From an optimization exercise on the open Yosys and OpenROAD flow, aimed at small area, a short achievable clock period and few clock cycles per item; shortcuts taken in it are not production practice. At most, simulation tests tie the RTL to the original design; equivalence was not proved. Power figures rest on the tool's default switching activity, not on a simulated workload.

==> module time_based_processor, before the edit <==
module time_based_processor(
    input           clk,             
    input           rst_n,           
    input  [7:0]    data_in,         
    input  [2:0]    opcode,          
    input           data_valid,      
    output [15:0]   data_out,        
    output          data_ready,      
    output [3:0]    status_flags     
);
    localparam OP_NOP     = 3'b000;
    localparam OP_ADD     = 3'b001;
    localparam OP_SUB     = 3'b010;
    localparam OP_MUL     = 3'b011;
    localparam OP_SHIFT   = 3'b100;
    localparam OP_FILTER  = 3'b101;
    localparam OP_INVERT  = 3'b110;
    localparam OP_COMPARE = 3'b111;
    reg        wait_b;        
    reg        busy;          
    reg        ready;         
    reg [7:0]  x;             
    reg [2:0]  op;            
    reg [15:0] result;
    reg        flag_ovf;
    reg        out_inv;       
    reg        flag_zero;
    wire idle = ~(wait_b | busy | ready);
    wire [7:0] b = data_in;
    function [10:0] padd;
        input [9:0] a, b;
        input       ci;
        reg   [9:0] g, p, gg, pp;
        integer i, l;
        begin
            p = a ^ b;
            g = (a & b) | {9'd0, p[0] & ci};
            gg = g;
            pp = p;
            for (l = 0; l < 4; l = l + 1)
                for (i = 9; i >= 0; i = i - 1)
                    if ((i >> l) & 1) begin
                        gg[i] = gg[i] | (pp[i] & gg[((i >> l) << l) - 1]);
                        pp[i] = pp[i] & pp[((i >> l) << l) - 1];
                    end
            padd = {gg[9], p ^ {gg[8:0], ci}};
        end
    endfunction
    wire [9:0]  t0     = {2'b00, result[15:8]};
    wire [9:0]  t1     = {2'b00, x & {8{result[0]}}};
    wire [9:0]  t2     = {1'b0, x & {8{result[1]}}, 1'b0};
    wire [9:0]  cs_s   = t0 ^ t1 ^ t2;
    wire [9:0]  cs_c   = (t0 & t1) | (t0 & t2) | (t1 & t2);
    wire [10:0] msum   = padd(cs_s, {cs_c[8:0], 1'b0}, 1'b0);
    wire [15:0] mstep  = {msum[9:0], result[7:2]};
    wire [10:0] sums = padd({2'b00, x}, {2'b00, b}, 1'b0);
    wire       c   = sums[8];
    wire       eq  = &(x ^ b);             
    wire [2:0] s   = b[2:0];
    wire [2:0] rl  = b[3] ? -s : s;        
    wire [7:0] r1  = rl[0] ? {x[6:0], x[7]} : x;
    wire [7:0] r2  = rl[1] ? {r1[5:0], r1[7:6]} : r1;
    wire [7:0] r3  = rl[2] ? {r2[3:0], r2[7:4]} : r2;
    wire [7:0] keep_l = 8'hFF << s;
    wire [7:0] keep_r = 8'hFF >> s;
    wire [7:0] shifted = r3 & (b[3] ? keep_r : keep_l);
    reg        alu_ovf, alu_zero;
    always @(*) begin
        alu_ovf = 1'b0; alu_zero = 1'b0;
        case (op)
            OP_ADD:     begin alu_ovf = c; alu_zero = ~|(x | b); end
            OP_SUB:     begin alu_ovf = c; alu_zero = eq; end
            OP_MUL:     alu_zero = ~|x | ~|b;
            OP_COMPARE: alu_zero = eq;
            default:    ;
        endcase
    end
    wire       use_sum  = wait_b && (op == OP_ADD || op == OP_SUB);
    wire       load_b   = idle || (wait_b && op == OP_MUL);
    reg  [7:0] other_lo;
    always @(*) begin
        if (load_b)                          other_lo = b;
        else if (busy)                       other_lo = mstep[7:0];
        else case (op)
            OP_SHIFT:   other_lo = shifted;
            OP_FILTER:  other_lo = x & b;
            OP_COMPARE: other_lo = {6'b0, c, ~c & ~eq};
            default:    other_lo = 8'h00;
        endcase
    end
    wire [15:0] next_result = {busy ? mstep[15:8] : 8'h00,
                               use_sum ? sums[7:0] : other_lo};
    always @(posedge clk or negedge rst_n) begin
        if (!rst_n) begin
            wait_b <= 1'b0;
            busy   <= 1'b0;
            ready  <= 1'b0;
        end else begin
            if (idle && data_valid) begin
                if (opcode == OP_NOP || opcode == OP_INVERT) ready <= 1'b1;
                else wait_b <= 1'b1;
            end
            if (wait_b && data_valid) begin
                wait_b <= 1'b0;
                if (op == OP_MUL) busy <= 1'b1;
                else ready <= 1'b1;
            end
            if (busy && op[1:0] == 2'b00) begin
                busy  <= 1'b0;
                ready <= 1'b1;
            end
            if (ready && data_valid) ready <= 1'b0;
        end
    end
    always @(posedge clk) begin
        if (idle) begin
            x         <= data_in ^ {8{opcode == OP_SUB || opcode == OP_COMPARE}};
            op        <= opcode;
            out_inv   <= (opcode == OP_SUB) || (opcode == OP_INVERT);
            flag_ovf  <= 1'b0;
            flag_zero <= 1'b0;
        end
        if (wait_b) begin
            flag_ovf  <= alu_ovf;
            flag_zero <= alu_zero;
        end
        if (!ready)
            result <= next_result;
        if (busy) begin
            op     <= op - 3'd1;
        end
    end
    assign data_out     = {result[15:8], result[7:0] ^ {8{out_inv}}};
    assign data_ready   = ready;
    assign status_flags = {flag_ovf, flag_zero, 1'b0, ready};
endmodule
clock: 5.5 ns
lec_check: 0
abc_area: 1
cap_margin: 20
core_margin: 2
core_utilization: 60
setup_slack_margin: 3
slew_margin: 20
standard.sh (not shown) runs the stock make flow with config.mk's settings and CLKGATE_MAP_FILE= SYNTH_SCRIPT=/design/flow/synth_recipe.tcl, a recipe that flattens the netlist after the stock synthesis.
==> flow/flow/run.sh <==
#!/bin/bash
# Standard layout with these changes: plain buf_1 cells as the port buffers,
# and half and full adders left to abc as plain gates (flow/noha.mk).
bash standard.sh "DESIGN_CONFIG=$PWD/flow/noha.mk" "BUFFER_PORTS_ARGS=-buffer_cell sky130_fd_sc_hd__buf_1"  finish > standard.log 2>&1
==> flow/flow/noha.mk <==
# The standard flow's settings, plus the half and full adders cells marked don't-use so that
# synthesis leaves half and full adders to abc as plain gates.
include $(FLOW_CONFIG)
export DONT_USE_CELLS += sky130_fd_sc_hd__ha_1 sky130_fd_sc_hd__ha_2 sky130_fd_sc_hd__ha_4 sky130_fd_sc_hd__fa_1 sky130_fd_sc_hd__fa_2 sky130_fd_sc_hd__fa_4
Then changed:
--- a/flow/design.v
+++ b/flow/design.v
@@ -21,13 +21,12 @@
     reg        busy;          
     reg        ready;         
     reg [7:0]  x;             
     reg [2:0]  op;            
     reg [15:0] result;
     reg        flag_ovf;
-    reg        out_inv;       
     reg        flag_zero;
     wire idle = ~(wait_b | busy | ready);
     wire [7:0] b = data_in;
     function [10:0] padd;
         input [9:0] a, b;
         input       ci;
@@ -62,38 +61,26 @@
     wire [7:0] r1  = rl[0] ? {x[6:0], x[7]} : x;
     wire [7:0] r2  = rl[1] ? {r1[5:0], r1[7:6]} : r1;
     wire [7:0] r3  = rl[2] ? {r2[3:0], r2[7:4]} : r2;
     wire [7:0] keep_l = 8'hFF << s;
     wire [7:0] keep_r = 8'hFF >> s;
     wire [7:0] shifted = r3 & (b[3] ? keep_r : keep_l);
+    reg [15:0] alu;
     reg        alu_ovf, alu_zero;
     always @(*) begin
-        alu_ovf = 1'b0; alu_zero = 1'b0;
+        alu = 16'h0000; alu_ovf = 1'b0; alu_zero = 1'b0;
         case (op)
-            OP_ADD:     begin alu_ovf = c; alu_zero = ~|(x | b); end
-            OP_SUB:     begin alu_ovf = c; alu_zero = eq; end
-            OP_MUL:     alu_zero = ~|x | ~|b;
-            OP_COMPARE: alu_zero = eq;
-            default:    ;
+            OP_ADD:     begin alu[7:0] = sums[7:0]; alu_ovf = c;  alu_zero = ~|(x | b); end
+            OP_SUB:     begin alu[7:0] = sums[7:0]; alu_ovf = c;  alu_zero = eq; end
+            OP_MUL:     begin alu[7:0] = b; alu_zero = ~|x | ~|b; end
+            OP_SHIFT:   alu[7:0] = shifted;
+            OP_FILTER:  alu[7:0] = x & b;
+            OP_COMPARE: begin alu[1:0] = {c, ~c & ~eq}; alu_zero = eq; end
+            default:    alu = 16'h0000;
         endcase
     end
-    wire       use_sum  = wait_b && (op == OP_ADD || op == OP_SUB);
-    wire       load_b   = idle || (wait_b && op == OP_MUL);
-    reg  [7:0] other_lo;
-    always @(*) begin
-        if (load_b)                          other_lo = b;
-        else if (busy)                       other_lo = mstep[7:0];
-        else case (op)
-            OP_SHIFT:   other_lo = shifted;
-            OP_FILTER:  other_lo = x & b;
-            OP_COMPARE: other_lo = {6'b0, c, ~c & ~eq};
-            default:    other_lo = 8'h00;
-        endcase
-    end
-    wire [15:0] next_result = {busy ? mstep[15:8] : 8'h00,
-                               use_sum ? sums[7:0] : other_lo};
     always @(posedge clk or negedge rst_n) begin
         if (!rst_n) begin
             wait_b <= 1'b0;
             busy   <= 1'b0;
             ready  <= 1'b0;
         end else begin
@@ -114,24 +101,25 @@
         end
     end
     always @(posedge clk) begin
         if (idle) begin
             x         <= data_in ^ {8{opcode == OP_SUB || opcode == OP_COMPARE}};
             op        <= opcode;
-            out_inv   <= (opcode == OP_SUB) || (opcode == OP_INVERT);
+            result    <= {8'h00, data_in};
             flag_ovf  <= 1'b0;
             flag_zero <= 1'b0;
         end
         if (wait_b) begin
             flag_ovf  <= alu_ovf;
             flag_zero <= alu_zero;
+            result    <= alu;
         end
-        if (!ready)
-            result <= next_result;
         if (busy) begin
             op     <= op - 3'd1;
+            result <= mstep;
         end
     end
+    wire   out_inv      = (op == OP_SUB) || (op == OP_INVERT);
     assign data_out     = {result[15:8], result[7:0] ^ {8{out_inv}}};
     assign data_ready   = ready;
     assign status_flags = {flag_ovf, flag_zero, 1'b0, ready};
 endmodule
- routed wire length fell by 6.2%
- setup slack gains 0.0036 ns
- register-to-register slack loses 0.10 ns
- clock skew hardly moves
- die area fell by 4.9%
- total power fell by 2.2%
- first-iteration DRC count rose by 60%
- final area fell by 4.5%
- cell count fell by 4.8%
- sequential power fell by 3.4%
- non-clock buffer count fell by 3
- global-route usage fell by 0.64 points
- hold slack loses 0.016 ns
Testbench counts after the change, summed over its fixed seeds: cycles 15,476, ops 4,800.
No functional check of the RTL was part of the first run of this note.

* * *

The RTL this note starts from:
==> flow/design.v <==
`timescale 1ns / 1ps
module time_based_processor(
    input           clk,             
    input           rst_n,           
    input  [7:0]    data_in,         
    input  [2:0]    opcode,          
    input           data_valid,      
    output [15:0]   data_out,        
    output          data_ready,      
    output [3:0]    status_flags     
);
    localparam OP_NOP     = 3'b000;
    localparam OP_ADD     = 3'b001;
    localparam OP_SUB     = 3'b010;
    localparam OP_MUL     = 3'b011;
    localparam OP_SHIFT   = 3'b100;
    localparam OP_FILTER  = 3'b101;
    localparam OP_INVERT  = 3'b110;
    localparam OP_COMPARE = 3'b111;
    reg        wait_b;        
    reg        busy;          
    reg        ready;         
    reg [7:0]  x;             
    reg [2:0]  op;            
    reg [15:0] result;
    reg        flag_ovf;
    reg        out_inv;       
    reg        flag_zero;
    wire idle = ~(wait_b | busy | ready);
    wire [7:0] b = data_in;
    function [10:0] padd;
        input [9:0] a, b;
        input       ci;
        reg   [9:0] g, p, gg, pp;
        integer i, l;
        begin
            p = a ^ b;
            g = (a & b) | {9'd0, p[0] & ci};
            gg = g;
            pp = p;
            for (l = 0; l < 4; l = l + 1)
                for (i = 9; i >= 0; i = i - 1)
                    if ((i >> l) & 1) begin
                        gg[i] = gg[i] | (pp[i] & gg[((i >> l) << l) - 1]);
                        pp[i] = pp[i] & pp[((i >> l) << l) - 1];
                    end
            padd = {gg[9], p ^ {gg[8:0], ci}};
        end
    endfunction
    wire [9:0]  t0     = {2'b00, result[15:8]};
    wire [9:0]  t1     = {2'b00, x & {8{result[0]}}};
    wire [9:0]  t2     = {1'b0, x & {8{result[1]}}, 1'b0};
    wire [9:0]  cs_s   = t0 ^ t1 ^ t2;
    wire [9:0]  cs_c   = (t0 & t1) | (t0 & t2) | (t1 & t2);
    wire [10:0] msum   = padd(cs_s, {cs_c[8:0], 1'b0}, 1'b0);
    wire [15:0] mstep  = {msum[9:0], result[7:2]};
    wire [10:0] sums = padd({2'b00, x}, {2'b00, b}, 1'b0);
    wire       c   = sums[8];
    wire       eq  = &(x ^ b);             
    wire [2:0] s   = b[2:0];
    wire [2:0] rl  = b[3] ? -s : s;        
    wire [7:0] r1  = rl[0] ? {x[6:0], x[7]} : x;
    wire [7:0] r2  = rl[1] ? {r1[5:0], r1[7:6]} : r1;
    wire [7:0] r3  = rl[2] ? {r2[3:0], r2[7:4]} : r2;
    wire [7:0] keep_l = 8'hFF << s;
    wire [7:0] keep_r = 8'hFF >> s;
    wire [7:0] shifted = r3 & (b[3] ? keep_r : keep_l);
    reg        alu_ovf, alu_zero;
    always @(*) begin
        alu_ovf = 1'b0; alu_zero = 1'b0;
        case (op)
            OP_ADD:     begin alu_ovf = c; alu_zero = ~|(x | b); end
            OP_SUB:     begin alu_ovf = c; alu_zero = eq; end
            OP_MUL:     alu_zero = ~|x | ~|b;
            OP_COMPARE: alu_zero = eq;
            default:    ;
        endcase
    end
    wire       use_sum  = wait_b && (op == OP_ADD || op == OP_SUB);
    wire       load_b   = idle || (wait_b && op == OP_MUL);
    reg  [7:0] other_lo;
    always @(*) begin
        if (load_b)                          other_lo = b;
        else if (busy)                       other_lo = mstep[7:0];
        else case (op)
            OP_SHIFT:   other_lo = shifted;
            OP_FILTER:  other_lo = x & b;
            OP_COMPARE: other_lo = {6'b0, c, ~c & ~eq};
            default:    other_lo = 8'h00;
        endcase
    end
    wire [15:0] next_result = {busy ? mstep[15:8] : 8'h00,
                               use_sum ? sums[7:0] : other_lo};
    always @(posedge clk or negedge rst_n) begin
        if (!rst_n) begin
            wait_b <= 1'b0;
            busy   <= 1'b0;
            ready  <= 1'b0;
        end else begin
            if (idle && data_valid) begin
                if (opcode == OP_NOP || opcode == OP_INVERT) ready <= 1'b1;
                else wait_b <= 1'b1;
            end
            if (wait_b && data_valid) begin
                wait_b <= 1'b0;
                if (op == OP_MUL) busy <= 1'b1;
                else ready <= 1'b1;
            end
            if (busy && op[1:0] == 2'b00) begin
                busy  <= 1'b0;
                ready <= 1'b1;
            end
            if (ready && data_valid) ready <= 1'b0;
        end
    end
    always @(posedge clk) begin
        if (idle) begin
            x         <= data_in ^ {8{opcode == OP_SUB || opcode == OP_COMPARE}};
            op        <= opcode;
            out_inv   <= (opcode == OP_SUB) || (opcode == OP_INVERT);
            flag_ovf  <= 1'b0;
            flag_zero <= 1'b0;
        end
        if (wait_b) begin
            flag_ovf  <= alu_ovf;
            flag_zero <= alu_zero;
        end
        if (!ready)
            result <= next_result;
        if (busy) begin
            op     <= op - 3'd1;
        end
    end
    assign data_out     = {result[15:8], result[7:0] ^ {8{out_inv}}};
    assign data_ready   = ready;
    assign status_flags = {flag_ovf, flag_zero, 1'b0, ready};
endmodule
==> flow/config.mk <==
export PLATFORM = sky130hd
export DESIGN_NAME = time_based_processor
export DESIGN_NICKNAME = time_based_processor
export VERILOG_FILES = /design/flow/design.v
export SDC_FILE = /design/flow/constraint.sdc
export NUM_CORES = 4
export LEC_CHECK = 0
export ABC_AREA = 1
export CAP_MARGIN = 20
export CORE_MARGIN = 2
export CORE_UTILIZATION = 40
export SETUP_SLACK_MARGIN = 3
export SLEW_MARGIN = 20
==> flow/constraint.sdc <==
create_clock -name core_clock -period 5.5 [get_ports {clk}]
set_input_delay 1.1000 -clock core_clock [delete_from_list [all_inputs] [get_ports {clk}]]
set_output_delay 1.1000 -clock core_clock [all_outputs]
set_load 0.01 [all_outputs]
Scripts as last shown in full above: flow/flow/run.sh, flow/flow/noha.mk
The starting point passed the timing, DRC and antenna checks.
Edit:
--- a/flow/design.v
+++ b/flow/design.v
@@ -25,5 +25,4 @@
     reg [15:0] result;
     reg        flag_ovf;
-    reg        out_inv;       
     reg        flag_zero;
     wire idle = ~(wait_b | busy | ready);
@@ -66,30 +65,18 @@
     wire [7:0] keep_r = 8'hFF >> s;
     wire [7:0] shifted = r3 & (b[3] ? keep_r : keep_l);
+    reg [15:0] alu;
     reg        alu_ovf, alu_zero;
     always @(*) begin
-        alu_ovf = 1'b0; alu_zero = 1'b0;
+        alu = 16'h0000; alu_ovf = 1'b0; alu_zero = 1'b0;
         case (op)
-            OP_ADD:     begin alu_ovf = c; alu_zero = ~|(x | b); end
-            OP_SUB:     begin alu_ovf = c; alu_zero = eq; end
-            OP_MUL:     alu_zero = ~|x | ~|b;
-            OP_COMPARE: alu_zero = eq;
-            default:    ;
+            OP_ADD:     begin alu[7:0] = sums[7:0]; alu_ovf = c;  alu_zero = ~|(x | b); end
+            OP_SUB:     begin alu[7:0] = sums[7:0]; alu_ovf = c;  alu_zero = eq; end
+            OP_MUL:     begin alu[7:0] = b; alu_zero = ~|x | ~|b; end
+            OP_SHIFT:   alu[7:0] = shifted;
+            OP_FILTER:  alu[7:0] = x & b;
+            OP_COMPARE: begin alu[1:0] = {c, ~c & ~eq}; alu_zero = eq; end
+            default:    alu = 16'h0000;
         endcase
     end
-    wire       use_sum  = wait_b && (op == OP_ADD || op == OP_SUB);
-    wire       load_b   = idle || (wait_b && op == OP_MUL);
-    reg  [7:0] other_lo;
-    always @(*) begin
-        if (load_b)                          other_lo = b;
-        else if (busy)                       other_lo = mstep[7:0];
-        else case (op)
-            OP_SHIFT:   other_lo = shifted;
-            OP_FILTER:  other_lo = x & b;
-            OP_COMPARE: other_lo = {6'b0, c, ~c & ~eq};
-            default:    other_lo = 8'h00;
-        endcase
-    end
-    wire [15:0] next_result = {busy ? mstep[15:8] : 8'h00,
-                               use_sum ? sums[7:0] : other_lo};
     always @(posedge clk or negedge rst_n) begin
         if (!rst_n) begin
@@ -118,5 +105,5 @@
             x         <= data_in ^ {8{opcode == OP_SUB || opcode == OP_COMPARE}};
             op        <= opcode;
-            out_inv   <= (opcode == OP_SUB) || (opcode == OP_INVERT);
+            result    <= {8'h00, data_in};
             flag_ovf  <= 1'b0;
             flag_zero <= 1'b0;
@@ -125,11 +112,12 @@
             flag_ovf  <= alu_ovf;
             flag_zero <= alu_zero;
+            result    <= alu;
         end
-        if (!ready)
-            result <= next_result;
         if (busy) begin
             op     <= op - 3'd1;
+            result <= mstep;
         end
     end
+    wire   out_inv      = (op == OP_SUB) || (op == OP_INVERT);
     assign data_out     = {result[15:8], result[7:0] ^ {8{out_inv}}};
     assign data_ready   = ready;
After rerunning:
- The new run finished with timing, DRC and antenna clean
- worst setup slack got worse by 0.035 ns
- total power increases by 3.2%
- final cell count decreases by 4.6%
- global-route usage increases by 1.7 points
- die area decreases by 4.9%
- clock-buffer cell count stays the same
- utilization increases by 1.3 points
- hold slack improved by 0.051 ns
- critical path depth decreases by 7
- combinational power increases by about 5%
- fmax decreases by 1.4%
- synthesized area decreases by 5.1%
- wire length increases by 4.4%
Testbench counts after the change, summed over its fixed seeds: cycles 15,476, ops 4,800.
Only the layout flow was run in the first run of this note; the RTL was not checked for function there.

## afterwards: timing with drivers on the ports
In the flow no input, the clock included, has a driving cell. The finished layouts below were timed again as built, in two steps. Step 1: set_driving_cell puts a clkbuf_16 on clk and a buf_2 on each other input, an assumption about the parent block. Step 2 moves the port delays by t, midway between the first and last clock arrival at a register: inputs arrive t later, outputs are due t later. That takes back most of the time a late clock gives input paths. Three values: ideal ports, drivers, drivers and shift; two values: the first two.
run	t (ns)	setup WS [ns]	hold slack, ns	worst setup path after step 2	worst data-port slew with drivers (ns)
the first run of note 1	0.323	3.083 / 3.062 / 2.753	0.594 / 0.594 / 0.594	input to register	0.05
the second run of note 1	0.310	3.087 / 3.056 / 2.801	0.578 / 0.578 / 0.578	input to register	0.04
the first run of note 2	0.326	3.045 / 3.041 / 2.715	0.545 / 0.545 / 0.545	input to register	0.04
the second run of note 2	0.320	3.010 / 2.984 / 2.698	0.596 / 0.591 / 0.607	input to register	0.04
After both steps setup and hold are still met in every run listed.
